This design comes from an exercise in tuning for small area on the open sky130 flow, not from production work.
Where RTL was checked, it was by simulation tests only, not by an equivalence proof against the original.
Power and IR drop assume default switching activity.

## zinc
==> flow/design.v <==
module alu_top (
    input             clk,
    input      [15:0] a,
    input      [15:0] b,
    input      [2:0]  opcode,
    input             mode,
    output reg [15:0] result,
    output reg        za,
    output reg        zb,
    output reg        eq,
    output reg        gt,
    output reg        lt
);
    reg [15:0] a_q, b_q;
    reg [2:0]  opcode_q;
    reg        mode_q;
    wire [15:0] alu_out;
    wire        za_w, zb_w, eq_w, gt_w, lt_w;
    ALU u_alu (.a(a_q), .b(b_q), .opcode(opcode_q), .mode(mode_q),
               .outALU(alu_out), .za(za_w), .zb(zb_w), .eq(eq_w), .gt(gt_w), .lt(lt_w));
    always @(posedge clk) begin
        a_q      <= a;
        b_q      <= b;
        opcode_q <= opcode;
        mode_q   <= mode;
        result   <= alu_out;
        za       <= za_w;
        zb       <= zb_w;
        eq       <= eq_w;
        gt       <= gt_w;
        lt       <= lt_w;
    end
endmodule

module arith(a, b, opcode, gt, divz, outau);
input [15:0] a;
input [15:0] b;
input [2:0] opcode;
input gt;              
input divz;            
output [15:0] outau;
wire mult = opcode[0] & ~opcode[1];
wire div  = opcode[0] & opcode[1];
wire sub  = opcode[1];
wire divok = div & ~divz;
localparam [15:0] FASTROWS = 16'b0000010101010111;
wire [15:0] L = gt ? a : b;       
wire [15:0] S = gt ? b : a;       
wire [15:0] Y = S ^ {16{sub}};
wire [15:0] hz;
assign hz[0] = divok;
genvar i, j;
generate
for (j = 1; j < 16; j = j + 1) begin : hzc
    assign hz[j] = hz[j-1] & Y[16-j];
end
endgenerate
wire [15:0] X [0:16];
wire [15:0] sel;
assign X[16] = L & {16{~mult}};
generate
for (j = 15; j >= 0; j = j - 1) begin : row
    wire [16:j] c;
    wire [15:j] xn;
    assign c[j] = sub;
    for (i = j; i < 16; i = i + 1) begin : bc
        wire x = X[j+1][i];
        wire y = Y[i-j];
        if (FASTROWS[j]) begin : f
            wire d = y ^ c[i];
            wire h = x ^ y;
            assign c[i+1] = h ? c[i] : x;
            assign xn[i] = x ^ (sel[j] & d);
        end else begin : s
            wire t = x ^ y ^ c[i];
            assign c[i+1] = (x & y) | (x & c[i]) | (y & c[i]);
            assign xn[i] = sel[j] ? t : x;
        end
    end
    if (j == 0) begin : s0
        assign sel[j] = (mult & L[j]) | (hz[j] & c[16]) | ~opcode[0];
    end else begin : sj
        assign sel[j] = (mult & L[j]) | (hz[j] & c[16]);
    end
    assign X[j][15:j] = xn;
    if (j > 0) begin : keep
        assign X[j][j-1:0] = X[j+1][j-1:0];
    end
end
endgenerate
assign outau = opcode[2] ? 16'h0000 : (div ? sel : X[0]);
endmodule
module logic_unit(a, b, opcode, outlu, za, zb, eq, gt, lt);
input [15:0] a;
input [15:0] b;
input [2:0] opcode;
output [15:0] outlu;
output za, zb, eq, gt, lt;
reg [3:0] t;
always @(*)
begin
	case(opcode)
	3'b000: t = 4'b1000;	 
	3'b001: t = 4'b1110;	 
	3'b010: t = 4'b0001;	 
	3'b011: t = 4'b0111;	 
	3'b100: t = 4'b0011;	 
	3'b101: t = 4'b0101;	 
	3'b110: t = 4'b0110;	 
	default: t = 4'b1001;	 
	endcase
end
genvar i;
generate
for (i = 0; i < 16; i = i + 1) begin : lu
    assign outlu[i] = a[i] ? (b[i] ? t[3] : t[2]) : (b[i] ? t[1] : t[0]);
end
endgenerate
wire [16:0] g, l;
assign g[0] = 1'b0;
assign l[0] = 1'b0;
generate
for (i = 0; i < 16; i = i + 1) begin : cmp
    assign g[i+1] = b[i] ? (a[i] & g[i]) : (a[i] | g[i]);
    assign l[i+1] = a[i] ? (b[i] & l[i]) : (b[i] | l[i]);
end
endgenerate
assign gt = g[16];
assign lt = l[16];
assign eq = ~(gt | lt);
assign za = ~|a;
assign zb = ~|b;
endmodule
module ALU( a, b, opcode, mode, outALU, za, zb, eq, gt, lt);
input [15:0] a;
input [15:0] b;
input [2:0] opcode;
input mode;
output [15:0] outALU;
output za, zb, eq, gt, lt;
wire [15:0] outau;
wire [15:0] outlu;
arith a1 (.a(a), .b(b), .opcode(opcode), .gt(gt), .divz(za | zb), .outau(outau));
logic_unit l1 (.a(a), .b(b), .opcode(opcode), .outlu(outlu), .za(za), .zb(zb), .eq(eq), .gt(gt), .lt(lt));
assign outALU = mode ? outlu : outau;
endmodule
export LEC_CHECK = 0
export ABC_AREA = 1
export CAP_MARGIN = 20
export CORE_MARGIN = 2
export CORE_UTILIZATION = 60
export SLEW_MARGIN = 20
create_clock -name core_clock -period 45.0 [get_ports {clk}]
run.sh (not shown) runs the stock make flow with config.mk's settings and CLKGATE_MAP_FILE= SYNTH_SCRIPT=/design/flow/synth_recipe.tcl, a recipe that flattens the netlist after the stock synthesis.
For quartz, these inputs were changed with respect to zinc:
==> flow/design.v, changed modules only <==
module arith(a, b, opcode, gt, divz, outau);
input [15:0] a;
input [15:0] b;
input [2:0] opcode;
input gt;              
input divz;            
output [15:0] outau;
wire mult = opcode[0] & ~opcode[1];
wire div  = opcode[0] & opcode[1];
wire sub  = opcode[1];
wire divok = div & ~divz;
localparam FAST = 1;
wire [15:0] L = gt ? a : b;       
wire [15:0] S = gt ? b : a;       
wire [15:0] Y = S ^ {16{sub}};
wire [15:0] hz;
assign hz[0] = divok;
genvar i, j;
generate
for (j = 1; j < 16; j = j + 1) begin : hzc
    assign hz[j] = hz[j-1] & Y[16-j];
end
endgenerate
wire [15:0] X [0:16];
wire [15:0] sel;
assign X[16] = L & {16{~mult}};
generate
for (j = 15; j >= 0; j = j - 1) begin : row
    wire [16:j] c;
    wire [15:j] xn;
    assign c[j] = sub;
    for (i = j; i < 16; i = i + 1) begin : bc
        wire x = X[j+1][i];
        wire y = Y[i-j];
        if ((i - j) % FAST == FAST - 1) begin : f
            wire d = y ^ c[i];
            wire h = x ^ y;
            assign c[i+1] = h ? c[i] : x;
            assign xn[i] = x ^ (sel[j] & d);
        end else begin : s
            wire t = x ^ y ^ c[i];
            assign c[i+1] = (x & y) | (x & c[i]) | (y & c[i]);
            assign xn[i] = sel[j] ? t : x;
        end
    end
    if (j == 0) begin : s0
        assign sel[j] = (mult & L[j]) | (hz[j] & c[16]) | ~opcode[0];
    end else begin : sj
        assign sel[j] = (mult & L[j]) | (hz[j] & c[16]);
    end
    assign X[j][15:j] = xn;
    if (j > 0) begin : keep
        assign X[j][j-1:0] = X[j+1][j-1:0];
    end
end
endgenerate
assign outau = opcode[2] ? 16'h0000 : (div ? sel : X[0]);
endmodule
### Flow results
quartz went all the way through synthesis, placement and routing and the layout is clean on timing, DRC and antenna.
quartz vs. zinc: power share of the clock group went down by 3.8 points.
Relative contribution of sequential cells to total power delta for quartz relative to zinc: 2.2 points lower
Non-clock buffer count down about 1.4% in quartz wrt zinc
[quartz vs zinc] leakage power figure: higher in quartz
Relative to zinc, final cell count without fillers increased by about 19% in quartz.
For the final critical-path setup slack, quartz came in 15,040 ps higher than zinc did.
Compared with zinc, quartz shows a lower met1 layer usage reported by global route.
Looking at depth of the most critical reg-to-reg path across quartz and zinc, the one that comes out lower is quartz.
Higher critical path depth goes to zinc over quartz.
Function not checked in zinc: the RTL went through the layout flow alone.

==> re-timing with driven ports <==
How much do the figures lean on ideal ports? The routed layouts below were timed once more, with nothing changed but the port constraints. Step 1 sets driving cells, clkbuf_16 on the clock port and buf_2 on the other inputs (assumed; they add their load-dependent delay and slew). Step 2 times the ports against the registers' clock, not the clock port: input delays grow and output delays shrink by t, the midpoint of the rising clock arrivals with the driver on. a / b / c = ideal / step 1 / step 2; a / b = the first two.
run	shift t [ns]	setup slack, ns	worst slew at a driven data input, ns	pins driven straight from the clock port
zinc	0.361	4.710 / 4.710 / 4.710	0.04	1
quartz	0.355	19.753 / 19.753 / 19.753	0.04	1
After both steps setup and hold are still met in every run listed.
